What follows belongs to an exercise in optimizing a design on an open flow for small area, a short achievable clock period and few clock cycles per item; a production flow would make more cautious choices. In this exercise RTL edits were held to simulation tests only and were not proved equivalent to the original.

Design SNN, start of the top module:
module SNN(
	input            clk,
	input            rst_n,
	input            in_valid,
	input [7:0]      img,
	input [7:0]      ker,
	input [7:0]      weight,
	output reg       out_valid,
	output reg [9:0] out_data
);
Size: roughly 4200 cells after synthesis, roughly 590 flip-flops, ~38 I/O pins.
clock: 16.0 ns
lec_check: 0
abc_area: 1
cap_margin: 20
core_margin: 2
core_utilization: 40
slew_margin: 20
synth_hierarchical: 1
synth_minimum_keep_size: 0
standard.sh (not shown) runs the stock make flow with config.mk's settings and CLKGATE_MAP_FILE= SYNTH_SCRIPT=/design/flow/synth_recipe.tcl, a recipe that flattens the netlist after the stock synthesis.
==> flow/flow/run.sh <==
#!/bin/bash
# Standard ORFS layout (the standard.sh with its unchanged synthesis),
# with repair_timing aiming for 11.7 ns of setup margin at the design's
# 16 ns clock, port buffers of buf_2 cells, and clock tree synthesis with
# sink clusters of up to 25 flip-flops within 80 um and no dummy loads.
set -euo pipefail
bash standard.sh SETUP_SLACK_MARGIN=11.7 \
  "BUFFER_PORTS_ARGS=-buffer_cell sky130_fd_sc_hd__buf_2" \
  "CTS_ARGS=-sink_clustering_enable -repair_clock_nets -sink_clustering_size 25 -sink_clustering_max_diameter 80 -dont_use_dummy_load" \
  finish > standard_flow.log 2>&1
The starting point passed the timing, design-rule and antenna checks.
Testbench counts at the start, summed over its fixed seeds: cycles 25,920, items 320.
==> next run, changes <==
ABC_AREA = not set   (was 1)
ABC_CLOCK_PERIOD_IN_PS = 4000   (was not set)
CORE_UTILIZATION = 78   (was 40)
PLACE_DENSITY = 0.88   (was not set)
Result:
- The new run went through all stages and came out clean
- design area is lower by 5.8%
- sequential share of layout area is higher by 2.0 points
- non-clock buffer count is higher by 17
- synthesized area is lower by 4.0%
- global-route usage is higher by 17 points
- flip-flop and latch count stays the same
- worst setup slack got worse by 0.015 ns
- first-iteration DRC count is higher by 57%
- routed wire length is lower by 1.1%
- clock-buffer cell count is lower by 7
==> next run, changes <==
CORE_UTILIZATION = 70   (was 78)
PLACE_DENSITY = 0.8   (was 0.88)
The changed run completed without violations.
Routed wire length fell by a little under a tenth.
Sequential cell count stays the same.
Final area grows slightly.
Setup slack improves by 0.012 ns.
==> next run, changes <==
--- a/flow/flow/run.sh
+++ b/flow/flow/run.sh
@@ -7,4 +7,4 @@
 bash standard.sh SETUP_SLACK_MARGIN=11.7 \
   "BUFFER_PORTS_ARGS=-buffer_cell sky130_fd_sc_hd__buf_2" \
-  "CTS_ARGS=-sink_clustering_enable -repair_clock_nets -sink_clustering_size 25 -sink_clustering_max_diameter 80 -dont_use_dummy_load" \
+  "CTS_ARGS=-sink_clustering_enable -repair_clock_nets -sink_clustering_size 30 -sink_clustering_max_diameter 60 -dont_use_dummy_load" \
   finish > standard_flow.log 2>&1
CORE_UTILIZATION = 60   (was 70)
PLACE_DENSITY = 0.75   (was 0.8)
Register-to-register slack is about the same.
Non-clock buffer count is unchanged.
Routed wire length is lower by 3.0%.
Synthesized cell count is unchanged.
Final cell count is higher by about 4.3%.
Via count is lower by 2.4%.
Setup slack is about the same.

---

## job 101
Starting RTL as in the previous note.
Settings: LEC_CHECK=0, ABC_CLOCK_PERIOD_IN_PS=4000, CAP_MARGIN=20, CORE_MARGIN=2, CORE_UTILIZATION=40, SLEW_MARGIN=20, SYNTH_HIERARCHICAL=1, SYNTH_MINIMUM_KEEP_SIZE=0; clock period 16.0 ns.
==> flow/flow/run.sh <==
#!/bin/bash
# Standard ORFS layout (the standard.sh with its unchanged synthesis),
# with repair_timing aiming for 11.7 ns of setup margin at the design's
# 16 ns clock, port buffers of buf_2 cells, and clock tree synthesis with
# sink clusters of up to 25 flip-flops within 80 um and no dummy loads.
set -euo pipefail
bash standard.sh SETUP_SLACK_MARGIN=11.7 \
  "BUFFER_PORTS_ARGS=-buffer_cell sky130_fd_sc_hd__buf_2" \
  "CTS_ARGS=-sink_clustering_enable -repair_clock_nets -sink_clustering_size 16 -sink_clustering_max_diameter 60 -dont_use_dummy_load -buf_list sky130_fd_sc_hd__clkbuf_8 -root_buf sky130_fd_sc_hd__clkbuf_16" \
  finish > standard_flow.log 2>&1
Testbench counts of job 101, summed over its fixed seeds: cycles 25,920, items 320.
diff inputs: job 101 => job 102
Settings: CORE_UTILIZATION: 40 -> 60; PLACE_DENSITY: unset -> 0.75.
==> flow/flow/run.sh <==
#!/bin/bash
# Standard ORFS layout (the standard.sh with its unchanged synthesis),
# with repair_timing aiming for 11.7 ns of setup margin at the design's
# 16 ns clock, port buffers of buf_2 cells, and clock tree synthesis with
# sink clusters of up to 25 flip-flops within 80 um and no dummy loads.
set -euo pipefail
bash standard.sh SETUP_SLACK_MARGIN=11.76 \
  "BUFFER_PORTS_ARGS=-buffer_cell sky130_fd_sc_hd__buf_2" \
  "CTS_ARGS=-sink_clustering_enable -repair_clock_nets -sink_clustering_size 25 -sink_clustering_max_diameter 80 -dont_use_dummy_load" \
  finish > standard_flow.log 2>&1
## What came out
Count of placed standard cells including taps (job 101 / job 102): 1.12
Total via count after detailed routing, job 101 and job 102, lower one = job 101.
Between job 101 and job 102, the final cycle utilization of the critical path does not differ in any meaningful way.
Compared with job 101, job 102 improves area of the core region.
The arrival time reported for the critical path endpoint in job 102 sits 0.02 ns below the value recorded for job 101.
A last element of the critical path of out_data[1] is what job 102 shows, while out_data[0] belongs to job 101.
[compare] base=job 101 new=job 102: non-clock buffer count went up about 24%; wire length of the first global-routing pass climbed 750 um.
What job 103 does differently from job 102 at the input level:
Settings: PLACE_DENSITY changed from 0.75 to 0.7; CORE_UTILIZATION changed from 60 to 50.
diff --git a/flow/flow/run.sh b/flow/flow/run.sh
--- a/flow/flow/run.sh
+++ b/flow/flow/run.sh
@@ -5,5 +5,5 @@
 # sink clusters of up to 25 flip-flops within 80 um and no dummy loads.
 set -euo pipefail
-bash standard.sh SETUP_SLACK_MARGIN=11.76 \
+bash standard.sh SETUP_SLACK_MARGIN=11.7 \
   "BUFFER_PORTS_ARGS=-buffer_cell sky130_fd_sc_hd__buf_2" \
   "CTS_ARGS=-sink_clustering_enable -repair_clock_nets -sink_clustering_size 25 -sink_clustering_max_diameter 80 -dont_use_dummy_load" \
Results
Comparing job 103 against job 102, there is no change at all in number of multi-input logic gates. Between job 102 and job 103, the fmax figures differ only marginally. Compared to job 102, job 103 leaves more free space in the core. Of job 102 and job 103, job 102 shows the lower relative area change from synthesis to final layout, with job 103 above it.

-- port drivers added, routing unchanged --
The results above use ideal ports. As a check the final layouts listed here were re-extracted and re-timed, cells and wires unchanged. Step 1 sets driving cells, clkbuf_16 on the clock port and buf_2 on the other inputs (assumed; they add their load-dependent delay and slew). Step 2 adds t to the input delays and takes it off the output delays; t is the mean of the earliest and latest rising clock arrival at the registers after step 1. Input paths then give back, and output paths get back, about the clock's delay inside the block. Slacks: no drivers / after step 1 / after step 2; pairs: no drivers / after step 1.
run	t, ns	slack for setup (ns)	worst setup path after step 2	worst register clock-pin slew, ns	pins driven straight from the clock port
the first run of note 1	0.640	11.711 / 11.644 / 11.074	input to register	0.10 / 0.10	1
the second run of note 1	0.655	11.696 / 11.633 / 11.031	input to register	0.10 / 0.10	1
the third run of note 1	0.607	11.708 / 11.645 / 11.180	input to register	0.10 / 0.10	1
the fourth run of note 1	0.648	11.709 / 11.661 / 11.039	input to register	0.11 / 0.11	1
job 101	0.640	11.680 / 11.612 / 11.114	input to register	0.10 / 0.10	1
job 102	0.623	11.701 / 11.637 / 11.101	input to register	0.10 / 0.10	1
job 103	0.627	11.708 / 11.646 / 11.144	input to register	0.10 / 0.10	1
After both steps every run listed still meets setup and hold. The setup slack of the fourth run of note 1, which loses most, moves by -0.048 ns with the drivers and by -0.670 ns with both steps.
